Context: an optimization exercise on an open-source flow, tuned for small area, a short achievable clock period and few clock cycles per item. The choices shown serve that exercise and are no tape-out recipe.
At most, simulation tests tie the RTL to the original design; equivalence was not proved.
Power figures rest on the tool's default switching activity, not on a simulated workload.

// huffman
module huffman(clk, reset, gray_data, gray_valid, CNT_valid, CNT1, CNT2, CNT3, CNT4, CNT5, CNT6,
    code_valid, HC1, HC2, HC3, HC4, HC5, HC6, M1, M2, M3, M4, M5, M6);
For scale: roughly 920 cells after synthesis, about 160 I/O pins, roughly 0.0078 mm² of cells after synthesis.
clock: 6.0 ns
lec_check: 0
cap_margin: 20
core_margin: 2
core_utilization: 55
cts_buf_list: sky130_fd_sc_hd__clkbuf_8
cts_cluster_size: 30
setup_slack_margin: 3.6
slew_margin: 20
tns_end_percent: 10
standard.sh (not shown) runs the stock make flow with config.mk's settings and CLKGATE_MAP_FILE= SYNTH_SCRIPT=/design/flow/synth_recipe.tcl, a recipe that flattens the netlist after the stock synthesis.
==> flow/flow/run.sh <==
#!/bin/bash
# Standard layout, with two changes: plain buffers (instead of the delay buffers
# buffer_ports picks by default) on the input and output ports, and one tie
# cell per constant value shared by all constant outputs (instead of one per port).
set -euo pipefail
export BUFFER_PORTS_ARGS="-buffer_cell sky130_fd_sc_hd__buf_2"
export SKIP_REPAIR_TIE_FANOUT=1
bash standard.sh > standard_flow.log 2>&1
The starting point finished clean.
Testbench counts at the start, summed over its fixed seeds: cycles 23,029, frames 192.
Then changed:
- SETUP_SLACK_MARGIN: 3.6 -> 3.5
What happened: The changed run finished with timing, DRC and antenna clean; combinational power decreases by a few percent; worst setup slack gets worse by 180 ps; die area does not change.
Then changed:
==> flow/flow/run.sh (replaced) <==
#!/bin/bash
# Standard layout, with three changes: plain buffers (instead of the delay
# buffers buffer_ports picks by default) on the input and output ports, one tie
# cell per constant value shared by all constant outputs (instead of one per
# port), and a clock tree without dummy loads.
set -euo pipefail
export BUFFER_PORTS_ARGS="-buffer_cell sky130_fd_sc_hd__buf_2"
export SKIP_REPAIR_TIE_FANOUT=1
export CTS_ARGS="-sink_clustering_enable -repair_clock_nets -sink_clustering_size 30 -buf_list sky130_fd_sc_hd__clkbuf_8 -dont_use_dummy_load"
bash standard.sh > standard_flow.log 2>&1
- SETUP_SLACK_MARGIN: 3.5 -> 3.6
Result: The new run produced a clean layout; worst hold slack loses 15 ps; clock-buffer cell count does not change; via count rose by 2.9%; routed wire length rose by 4.5%; power rose by 1.6%; cell count rose by 2.1%; worst setup slack gains 220 ps; combinational power rose by 14%.

* * *

== run A ==
The RTL this note starts from:
==> flow/design.v <==
module huffman(clk, reset, gray_data, gray_valid, CNT_valid, CNT1, CNT2, CNT3, CNT4, CNT5, CNT6,
    code_valid, HC1, HC2, HC3, HC4, HC5, HC6, M1, M2, M3, M4, M5, M6);
input clk;
input reset;
input gray_valid;
input [7:0] gray_data;
output reg CNT_valid;
output [7:0] CNT1, CNT2, CNT3, CNT4, CNT5, CNT6;
output reg code_valid;
output [7:0] HC1, HC2, HC3, HC4, HC5, HC6;
output [7:0] M1, M2, M3, M4, M5, M6;
reg idle, counting, build;    
reg [5:0] sel;
reg [6:0] w[0:5];
reg [2:0] pos[0:5];
reg [4:0] hc[0:5];
reg [4:0] m[0:5];
reg par;         
reg merged;      
reg chk;         
reg comb;        
reg [3:1] pend;  
reg [2:0] ncomb;
integer i;
function lt7(input [6:0] x, input [6:0] z);
	reg [6:0] l, e;
	reg l65, e65, l43, e43, l21, e21, l6to3, e6to3, l2to0;
	begin
		l = ~x & z;
		e = ~(x ^ z);
		l65 = l[6] | (e[6] & l[5]);
		e65 = e[6] & e[5];
		l43 = l[4] | (e[4] & l[3]);
		e43 = e[4] & e[3];
		l21 = l[2] | (e[2] & l[1]);
		e21 = e[2] & e[1];
		l6to3 = l65 | (e65 & l43);
		e6to3 = e65 & e43;
		l2to0 = l21 | (e21 & l[0]);
		lt7 = l6to3 | (e6to3 & l2to0);
	end
endfunction
function [6:0] add7(input [6:0] x, input [6:0] z);
	reg [6:0] g, p, c;
	reg g10, g32, p32, g54, p54;
	begin
		g = x & z;
		p = x ^ z;
		g10 = g[1] | (p[1] & g[0]);
		g32 = g[3] | (p[3] & g[2]);
		p32 = p[3] & p[2];
		g54 = g[5] | (p[5] & g[4]);
		p54 = p[5] & p[4];
		c[0] = 1'b0;
		c[1] = g[0];
		c[2] = g10;
		c[3] = g[2] | (p[2] & g10);
		c[4] = g32 | (p32 & g10);
		c[5] = g[4] | (p[4] & c[4]);
		c[6] = g54 | (p54 & c[4]);
		add7 = p ^ c;
	end
endfunction
reg [6:0] cur, inc;
always @* begin
	cur = 7'd0;
	for (i = 0; i < 6; i = i + 1)
		cur = cur | ({7{sel[i]}} & w[i]);
	for (i = 0; i < 7; i = i + 1)
		inc[i] = cur[i] ^ (&(cur | ~((7'd1 << i) - 7'd1)));
end
reg [4:0] lt;
always @* begin
	for (i = 0; i < 5; i = i + 1)
		lt[i] = lt7(w[i], w[i + 1]);
end
wire in_order = ~|lt;
wire sorting = build && !merged;
wire last = chk && (ncomb == 3'd4);    
wire [6:0] sum = add7(w[4], w[5]);
reg [4:0] swap;
always @* begin
	for (i = 0; i < 5; i = i + 1) begin
		if (sorting)
			swap[i] = lt[i] && (i[0] == par);
		else if (chk)
			swap[i] = (i == 4) && lt[4];
		else
			swap[i] = build && (i >= 1 && i <= 3) && pend[i] && (i == 3 || !pend[i + 1]);
	end
end
reg [3:1] pend_nx;
always @* begin
	if (chk) begin
		for (i = 1; i < 4; i = i + 1)
			pend_nx[i] = lt7(w[i], w[5]);
	end
	else
		pend_nx = pend & ~swap[3:1];
end
wire build_nx  = build ? !last : (counting && !gray_valid);
wire merged_nx = build && (merged || comb);
wire chk_nx    = build && comb;
wire comb_nx   = build_nx && (ncomb != 3'd4) && (merged_nx ? (!chk_nx && pend_nx == 3'd0) : (build && in_order));
always @(posedge clk or posedge reset) begin
	if (reset) begin
		idle <= 1'b1;
		counting <= 1'b0;
		build <= 1'b0;
		sel <= 6'd0;
		CNT_valid <= 1'b0;
		code_valid <= 1'b0;
	end
	else begin
		idle <= idle ? !gray_valid : last;
		counting <= idle ? gray_valid : (counting && gray_valid);
		build <= build_nx;
		for (i = 0; i < 6; i = i + 1)
			sel[i] <= gray_valid && (gray_data[2:0] == i + 1);
		CNT_valid <= counting && !gray_valid;
		code_valid <= last;
	end
end
always @(posedge clk) begin
	par <= build && !par;
	merged <= merged_nx;
	chk <= chk_nx;
	comb <= comb_nx;
	pend <= pend_nx;
	if (!build)
		ncomb <= 3'd0;
	else if (comb)
		ncomb <= ncomb + 3'd1;
end
reg dn[0:5], up[0:5], hold[0:5];
always @* begin
	for (i = 0; i < 6; i = i + 1) begin
		dn[i] = (i > 0) && (comb ? (i < 5) : swap[i - 1]);
		up[i] = (i < 5) && !comb && swap[i];
		hold[i] = counting ? !sel[i] : (build && !comb && !(i < 5 && swap[i]) && !(i > 0 && swap[i - 1]));
	end
end
always @(posedge clk) begin
	for (i = 0; i < 6; i = i + 1)
		w[i] <= ({7{hold[i]}} & w[i])
		      | ({7{dn[i]}} & w[(i + 5) % 6])
		      | ({7{up[i]}} & w[(i + 1) % 6])
		      | ({7{counting && sel[i]}} & inc)
		      | ({7{comb && i == 5}} & sum)
		      | {7{comb && i == 0}};
end
reg [2:0] np[0:5];
always @* begin
	for (i = 0; i < 6; i = i + 1) begin
		if (comb)
			np[i] = (i >= 4) ? 3'd5 : i + 1;
		else if (i < 5 && swap[i])
			np[i] = i + 1;
		else if (i > 0 && swap[i - 1])
			np[i] = i - 1;
		else
			np[i] = i;
	end
end
always @(posedge clk) begin
	for (i = 0; i < 6; i = i + 1) begin
		if (!build) begin
			pos[i] <= i;
			hc[i] <= 5'd0;
			m[i] <= 5'd0;
		end
		else begin
			pos[i] <= np[pos[i]];
			if ((comb && pos[i][2]) || last) begin
				m[i] <= {m[i][3:0], 1'b1};
				if (last ? pos[i][0] ^ lt[4] : pos[i][0])
					hc[i] <= hc[i] | ({m[i][3:0], 1'b1} & ~m[i]);
			end
		end
	end
end
assign CNT1 = {1'b0, w[0]};
assign CNT2 = {1'b0, w[1]};
assign CNT3 = {1'b0, w[2]};
assign CNT4 = {1'b0, w[3]};
assign CNT5 = {1'b0, w[4]};
assign CNT6 = {1'b0, w[5]};
assign HC1 = {3'b0, hc[0]};
assign HC2 = {3'b0, hc[1]};
assign HC3 = {3'b0, hc[2]};
assign HC4 = {3'b0, hc[3]};
assign HC5 = {3'b0, hc[4]};
assign HC6 = {3'b0, hc[5]};
assign M1 = {3'b0, m[0][4:1], 1'b1};
assign M2 = {3'b0, m[1][4:1], 1'b1};
assign M3 = {3'b0, m[2][4:1], 1'b1};
assign M4 = {3'b0, m[3][4:1], 1'b1};
assign M5 = {3'b0, m[4][4:1], 1'b1};
assign M6 = {3'b0, m[5][4:1], 1'b1};
endmodule
clock: 6.0 ns
lec_check: 0
cap_margin: 20
core_margin: 2
core_utilization: 55
cts_buf_list: sky130_fd_sc_hd__clkbuf_4 sky130_fd_sc_hd__clkbuf_8
cts_cluster_size: 30
setup_slack_margin: 3.7
slew_margin: 20
tns_end_percent: 10
==> flow/flow/run.sh <==
#!/bin/bash
# Standard layout, with plain buffers (instead of the delay buffers buffer_ports picks by
# default) on the input and output ports.
set -euo pipefail
export BUFFER_PORTS_ARGS="-buffer_cell sky130_fd_sc_hd__buf_2"
bash standard.sh > standard_flow.log 2>&1
Relative to run A, the following input files were edited for run B:
# run A
export LEC_CHECK = 0
export CAP_MARGIN = 20
export CORE_MARGIN = 2
export CORE_UTILIZATION = 55
export CTS_BUF_LIST = sky130_fd_sc_hd__clkbuf_4 sky130_fd_sc_hd__clkbuf_8
export CTS_CLUSTER_SIZE = 30
export SETUP_SLACK_MARGIN = 3.7
export SLEW_MARGIN = 20
export TNS_END_PERCENT = 10
create_clock -name core_clock -period 6.0 [get_ports {clk}]
# run B
export LEC_CHECK = 0
export CAP_MARGIN = 20
export CORE_MARGIN = 2
export CORE_UTILIZATION = 55
export CTS_BUF_LIST = sky130_fd_sc_hd__clkbuf_8
export CTS_CLUSTER_SIZE = 30
export SETUP_SLACK_MARGIN = 3.5
export SLEW_MARGIN = 20
export TNS_END_PERCENT = 10
create_clock -name core_clock -period 6.0 [get_ports {clk}]
==> summary.txt <==
Against run A, run B reports a shortest period the worst path allows that is higher. Run B ended with less number of global-route vias before repair than run A. Hold slack down 4.9 ps in run B wrt run A. Across both runs, critical path depth in cells was lower for run B than for run A. Of run A and run B, the higher worst-path maximum fanout belongs to run B. Row setup slack: run B lower / run A higher. Run B vs run A, cell type of the slowest stage on the worst timing path: sky130_fd_sc_hd__dfrtp_2 vs sky130_fd_sc_hd__dfxtp_4. Post-cts repair resize count: run B lower than run A. The final reports for run B and run A show part of the total power dissipated in combinational logic lower in the former. Run B: cell internal power dissipation about 1.8% below run A. As far as sequential cell count of the final layout goes, run A and run B are indistinguishable; the numbers are identical.
Modified inputs, run C compared to run B
# run B
export LEC_CHECK = 0
export CAP_MARGIN = 20
export CORE_MARGIN = 2
export CORE_UTILIZATION = 55
export CTS_BUF_LIST = sky130_fd_sc_hd__clkbuf_8
export CTS_CLUSTER_SIZE = 30
export SETUP_SLACK_MARGIN = 3.5
export SLEW_MARGIN = 20
export TNS_END_PERCENT = 10
create_clock -name core_clock -period 6.0 [get_ports {clk}]
# run C
export LEC_CHECK = 0
export CAP_MARGIN = 20
export CORE_MARGIN = 2
export CORE_UTILIZATION = 55
export CTS_BUF_LIST = sky130_fd_sc_hd__clkbuf_8
export CTS_CLUSTER_SIZE = 30
export SETUP_SLACK_MARGIN = 3.7
export SLEW_MARGIN = 20
export TNS_END_PERCENT = 10
create_clock -name core_clock -period 6.0 [get_ports {clk}]
==> summary.txt <==
Run C finished end to end and its layout was clean on timing, DRC and antenna. Non-clock inverter count in the final layout, run B and run C, lower one = run C. Sum of routed wire length over all layers, run C vs run B: up by a few percent. Relative to run B, run C improves worst hold-check slack. Via count: run C > run B.
No functional check of the RTL was part of any run of this note.

==> re-timing with driven ports <==
Ports are ideal in the flow. The routed layouts listed here were re-timed in OpenROAD. Step 1 sets driving cells, clkbuf_16 on the clock port and buf_2 on the other inputs (assumed; they add their load-dependent delay and slew). Step 2 times the ports against the registers' clock, not the clock port: input delays grow and output delays shrink by t, the midpoint of the rising clock arrivals with the driver on. Slacks: ideal / step 1 / step 2; pairs: ideal / step 1.
| run | shift t [ns] | slack for setup (ns) | clock arrival spread, ns | cell pins on the clock port's net |
|---|---|---|---|---|
| the first run of note 1 | 0.484 | 3.527 / 3.527 / 3.527 | 0.010 / 0.010 | 1 |
| the second run of note 1 | 0.478 | 3.348 / 3.348 / 3.348 | 0.014 / 0.014 | 1 |
| the third run of note 1 | 0.472 | 3.563 / 3.563 / 3.563 | 0.026 / 0.026 | 1 |
| run A | 0.494 | 3.556 / 3.542 / 3.556 | 0.012 / 0.012 | 1 |
| run B | 0.495 | 3.452 / 3.452 / 3.452 | 0.010 / 0.011 | 1 |
| run C | 0.494 | 3.556 / 3.542 / 3.556 | 0.012 / 0.012 | 1 |
After both steps setup and hold are still met in every run listed.
